Source: an optimization exercise on an open RTL-to-GDS flow (aim: small area, a short achievable clock period and few clock cycles per item). Production flows keep margins and buffers that such runs may drop. The RTL was checked by simulation tests, not by an equivalence proof against the original design. Power is estimated from default activity; no workload was simulated.

===== flow/run.sh =====
#!/bin/bash
# synth_recipe.tcl (not shown) runs the flow's synth.tcl, then flattens the netlist and writes it again
# the make line also repeats each setting of config.mk as NAME=value (left out here)
make -C /OpenROAD-flow-scripts/flow DESIGN_CONFIG=/design/flow/config.mk WORK_HOME=/design/flow/orfs CLKGATE_MAP_FILE= SYNTH_SCRIPT=/design/flow/synth_recipe.tcl finish

===== flow/config.mk =====
export PLATFORM = sky130hd
export DESIGN_NAME = JAM
export DESIGN_NICKNAME = JAM
export VERILOG_FILES = /design/flow/design.v
export SDC_FILE = /design/flow/constraint.sdc
export NUM_CORES = 4
export LEC_CHECK = 0
export CAP_MARGIN = 20
export CORE_MARGIN = 2
export CORE_UTILIZATION = 40
export SLEW_MARGIN = 20

===== flow/constraint.sdc =====
create_clock -name core_clock -period 10.0 [get_ports {CLK}]
set_input_delay 2.0000 -clock core_clock [delete_from_list [all_inputs] [get_ports {CLK}]]
set_output_delay 2.0000 -clock core_clock [all_outputs]
set_load 0.01 [all_outputs]

===== flow/design.v =====
module JAM (
input CLK,
input RST,
output reg [2:0] W,
output reg [2:0] J,
input [6:0] Cost,
output reg [3:0] MatchCount,
output reg [9:0] MinCost,
output reg Valid );
parameter GETDATA = 3'b000;
parameter CALCULATE = 3'b001;
parameter NEXTORDER = 3'b010;
parameter NEXTORDER2 = 3'b011;
parameter NEXTORDER3 = 3'b100;
reg finish_getdata, finish_nextorder, start_getdata;
reg [2:0] state, nextState, step;
reg [2:0] order_pointer, exchange_position, start_pointer;
reg [9:0] adder1, adder2;
reg [2:0] order [0:7];
reg [6:0] tab [0:7];
wire order_less_than_post;
wire [2:0] aim_number;
wire [9:0] total_cost;
assign aim_number = order[start_pointer - 1];
assign order_less_than_post = order[order_pointer] < order[order_pointer + 1];
assign total_cost = adder1 + adder2;
always@(negedge CLK)begin
	finish_getdata <= 0;
	if(RST)begin
		W <= 0;
		J <= 0;
	end
	else if(state == GETDATA)begin
		if(W == 7 && J == 7)begin
			W <= 0;
			J <= 0;
			finish_getdata <= 1;
		end
		else begin
			J <= J + 1;
			W <= W + 1;
		end
		tab[J] <= Cost;
	end
	else if(state == NEXTORDER2 && order_pointer == 0)begin
		W <= start_pointer - 1;
		J <= order[exchange_position];
	end
	else if(start_getdata == 1)begin
		tab[W] <= Cost;
		W <= W + 1;
		J <= order[W + 1];
	end
	else begin
		W <= W;
		J <= J;
	end
end
always@(posedge CLK)begin
	if(RST)
		state <= 0;
	else
		state <= nextState;
end
always@(state, finish_getdata, finish_nextorder, order_pointer, start_pointer, step)begin
	case(state)
		GETDATA:
			if(finish_getdata)
				nextState = CALCULATE;
			else
				nextState = GETDATA;
		CALCULATE:
			if(step >= 6)
				nextState = NEXTORDER;
			else
				nextState = CALCULATE;
		NEXTORDER:
			if(finish_nextorder)
				nextState = NEXTORDER2;
			else
				nextState = NEXTORDER;
		NEXTORDER2:
			if(order_pointer == 0)
				nextState = NEXTORDER3;
			else
				nextState = NEXTORDER2;
		NEXTORDER3:
			if(start_pointer == 0)
				nextState = CALCULATE;
			else
				nextState = NEXTORDER3;
		default:
			nextState = 0;
	endcase
end
always@(posedge CLK)begin
	if(RST)begin
		step <= 0;
	end
	else if(state == CALCULATE ||((start_pointer != 1) && (step < (start_pointer - 2)) &&((state == NEXTORDER2) || (state == NEXTORDER3))))begin
		case(step)
			0:begin
				adder1 <= tab[0];
				adder2 <= tab[1];
			end
			1:begin
				adder1 <= total_cost;
				adder2 <= tab[2];
			end
			2:begin
				adder1 <= total_cost;
				adder2 <= tab[3];
			end
			3:begin
				adder1 <= total_cost;
				adder2 <= tab[4];
			end
			4:begin
				adder1 <= total_cost;
				adder2 <= tab[5];
			end
			5:begin
				adder1 <= total_cost;
				adder2 <= tab[6];
			end
			6:begin
				adder1 <= total_cost;
				adder2 <= tab[7];
			end
		endcase
		if(step == 7)begin
			step <= step;
		end
		else begin
			step <= step + 1;
		end
	end
	else if(finish_nextorder)
		step <= 0;
	else
		step <= step;
end
integer i;
always@(posedge CLK)begin
	start_getdata <= 0;
	finish_nextorder <= 0;
	if(RST)begin
		MinCost <= 1023;
		MatchCount <= 0;
		for(i = 0;i<8;i=i+1)
			order[i] <= i;
		order_pointer <= 6;
		exchange_position <= 7;
		Valid <= 0;
	end
	else
		case(state)
			NEXTORDER:begin
				if(!finish_nextorder)begin
					if(order_less_than_post)begin
						finish_nextorder <= 1;
						order_pointer <= order_pointer + 1;
					end
					else if(order_pointer == 0)begin
						if(!Valid)begin
							if(total_cost < MinCost)begin
								MinCost <= total_cost;
								MatchCount <= 1;
							end
							else if (total_cost == MinCost)begin
								MatchCount <= MatchCount + 1;
							end
						end
						Valid <= 1;
					end
					else
						order_pointer <= order_pointer - 1;
				end
				else begin
					if(total_cost < MinCost)begin
						MinCost <= total_cost;
						MatchCount <= 1;
					end
					else if (total_cost == MinCost)begin
						MatchCount <= MatchCount + 1;
					end
					start_pointer <= order_pointer;
					exchange_position <= order_pointer;
				end
			end
			NEXTORDER2:begin
				order_pointer <= order_pointer + 1;
				if(order_pointer != 0)begin
					if((order[order_pointer] > aim_number )&&( order[order_pointer] <= order[exchange_position]))
						exchange_position <= order_pointer;
					else
						exchange_position <= exchange_position;
				end
				else begin
					order_pointer <= 6;
					exchange_position <= 7;
					order[start_pointer - 1] <= order[exchange_position];
					order[exchange_position] <= order[(start_pointer - 1)];	
				end
			end
			NEXTORDER3:begin
				start_getdata <= 1;
				start_pointer <= start_pointer + 1;
				exchange_position <= exchange_position - 1;  
				if(start_pointer != 0)begin
					if(start_pointer < exchange_position)begin
						order[start_pointer] <= order[exchange_position];
						order[exchange_position] <= order[start_pointer];
					end
				end
				else begin
					start_pointer <= start_pointer;
					exchange_position <= exchange_position;
				end
			end
		endcase
end
endmodule

==> summary.txt <==
Post-Synth Simple-Gate Area a little under an eighth; hold slack final between 0.5 and 0.6 ns; Initial DRC Count 761; die width approximately 150 um; Post-synth top cells 100 x edfxtp_1, 52 x nand2_1, 50 x nor2_1, 49 x ha_1, 45 x dfxtp_1; slowest library cell on the worst path dfxtp_1; Root Driver clkbuf_16; input/output buffers 29; post-synthesis async set-or-reset flop share 0%; count leader, synth edfxtp_1; vias in the first global route 6,522; first-pass GRT wire length approximately 35 mm; initial antenna violation count 0; Initial Utilization between 40% and 50%; Final Util 47.4%; CP Max Fanout 12; max cap viols 0; GRT Util Overall about a fifth; cell chain of the critical path clkdlybuf4s50_1; Via-to-Cell Ratio 5.94; DP Wirelength 15.7 mm; CTS Sinks 145; # setup viols final 0; clock skew after layout between 0.04 and 0.05 ns; CP Buf/Inv Count 1; CP max stage delay between 0.6 and 0.7 ns; Post-Syn Area 8500 um^2; Layout area overhead 16.8%; Yosys warnings 1; post-synthesis register bit count around 150; Top FF cell, synth edfxtp_1; Area contributors post-synth edfxtp_1 35%, dfxtp_1 11%, mux4_2 7.9%, ha_1 7.2%, mux2_2 3.3%; CP Capture Type output pin; crit start category flip-flop; Setup Fix Bufs, Post-CTS 0; Post-Synth XOR/XNOR Area under 10%; CTS Hold Buffers Added 0; Yosys top cell area share between 30% and 40%; outcome timing/DRC/antenna clean; die area roughly 22,000 um^2; Clock transition at path regs 0.07 ns; fin. max-slew vios 0; later-pin clock latency in the skew report approximately 0.47 ns; Initial DRT Pass Iterations 6; final WL 21.6 mm; Max Root-Sink Buffers 2; fin nets around 890; worst hold path class reg2reg; row count 53; H-tree depth 4; PwrDens around 150 nW/um^2; Core Box Area 21,000 um^2; post-synthesis compound-gate area fraction between 10% and 20%; Yosys cell types 72; cts repair resizes 0; Final WS setup 1.21 ns; Die Ht approximately 150 um; sequential-to-total area share from yosys stat 45.9%; Antenna Cells 0; Post-synth EDFFs 100; mux cell area share after synthesis 15.2%; CTS tree built; IO Count 30; Slew @ Worst Pin between 1 and 1.5 ns; pre-CTS setup slack 0.875 ns; largest net degree at the start of global routing 33; Synthesized Nets 804; grt ovf 0; total negative slack 0 ns; Final Hold Viols 0; Post-Syn Area per Cell 11.4 um^2; Rel. slew slack approximately 29%; RSZ-0062 raised after global routing false; largest family of logic cells by synthesized area multiplexers; routability cong. about 0.9; VDD IR max ~0.12 mV; DR WL/cell about 19 um; Crit path required time 8.00 ns; fraction of the mapped netlist area in adder cells 7.45%; family with the most delay on the worst path flip-flops; Synth Instances between 700 and 800; drt drc 0; leakage roughly 0.0039 uW; CTS buffer count 17; Crit Path Class reg2out; DRT antenna net count 0; CP arrival between 6 and 7 ns; area leader, netlist edfxtp_1; vias 6,615; proportion of layout cells with a drive suffix above 1 13.0%
per-layer routing:
metal / vias to the layer above / track usage, % / share of wire [%]
li1: 3072 / - / -
met1: 3205 / 27.5 / 44
met2: 310 / 30.3 / 46
met3: 28 / 4.48 / 7.8
met4: 0 / 7.41 / 1.6
met5: - / 0 / 0
cells by family (layout without fill, tap and decap cells):
logic type,after synthesis,count (layout)
AO/OA/AOI/OAI,177,177
multiplexers,79,79
flip-flops,145,145
XOR/XNOR,10,10
adder cells (fa/ha/maj),50,50
AND/OR/NAND/NOR,202,202
buffers and inverters,82,176
state kept, by name, indices dropped and copies added (netlist names), named ones only:
register and cells:
state 3, finish_getdata 1, J 3, exchange_position 3, adder1 10, start_pointer 3, MinCost 10, W 3
step 3, start_getdata 1, tab 56, MatchCount 4, Valid 1, finish_nextorder 1, adder2 7, order 24
order_pointer 3
cell type report:
| cell class | instances | area, um^2 |
|---|---|---|
| multi-input combinational | 518 | 4270 |
| tap | 275 | 344 |
| sequential | 145 | 3900 |
| timing repair buffer | 38 | 358 |
| fill | 1906 | 11000 |
| inverter | 43 | 161 |
| clock buffer | 18 | 439 |
| clock inverter | 77 | 453 |
placed cells by master (no fill, tap or decap), types with 12 or more instances in the layout:
| cell type | n |
|---|---|
| nand2_1 | 52 |
| a211oi_1 | 12 |
| o211ai_1 | 13 |
| inv_1 | 105 |
| ha_1 | 49 |
| edfxtp_1 | 100 |
| nor3_1 | 19 |
| a22oi_1 | 13 |
| nor2_1 | 50 |
| mux4_2 | 30 |
| mux2i_1 | 17 |
| a21oi_1 | 29 |
| dfxtp_1 | 45 |
| nand3_1 | 20 |
| mux2_2 | 25 |
| o21ai_0 | 25 |
| clkdlybuf4s50_1 | 29 |
| clkbuf_16 | 17 |
worst register-to-register path: stages (launching register included):
cell and delay (ns):
dfxtp_1 0.56, inv_1 0.15, ha_1 0.26, nor2b_1 0.21, nand2_1 0.29, nand4_1 0.35
nor3b_1 0.30, a31oi_1 0.08, nor2_1 0.55
where the power goes:
group          switching, uW  total (uW)  internal, uW  leakage, uW
logic                   32.8        58.7          25.9      0.00194
clock network            376         790           414     0.000654
registers               10.2         663           653      0.00126
total                    419        1510          1090      0.00386
path summary, 6_finish.rpt:
check                                      from                         end  slack, ns  depth (start not counted)
hold reg to reg      MatchCount[3]$_SDFFE_PP0P_  MatchCount[3]$_SDFFE_PP0P_       0.52                          2
hold / removal       MatchCount[3]$_SDFFE_PP0P_  MatchCount[3]$_SDFFE_PP0P_       0.52                          2
setup / recovery              W[0]$_SDFFE_NP0P_                        W[0]       1.21                          1
setup reg to reg  order_pointer[0]$_SDFFE_PP0P_         tab[2][6]$_DFFE_NP_       1.89                          8
through the flow:
step	cell area (um^2)	total power, uW	cells
3_3_place_gp	9040	768	1020
4_1_cts	9930	1520	1114
6_report	9930	1510	1114
5_1_grt	9930	1580	1114
2_1_floorplan	8500	743	745
3_5_place_dp	9040	770	1020
Testbench counts, summed over its fixed seeds: cycles 9,826,512, items 24.
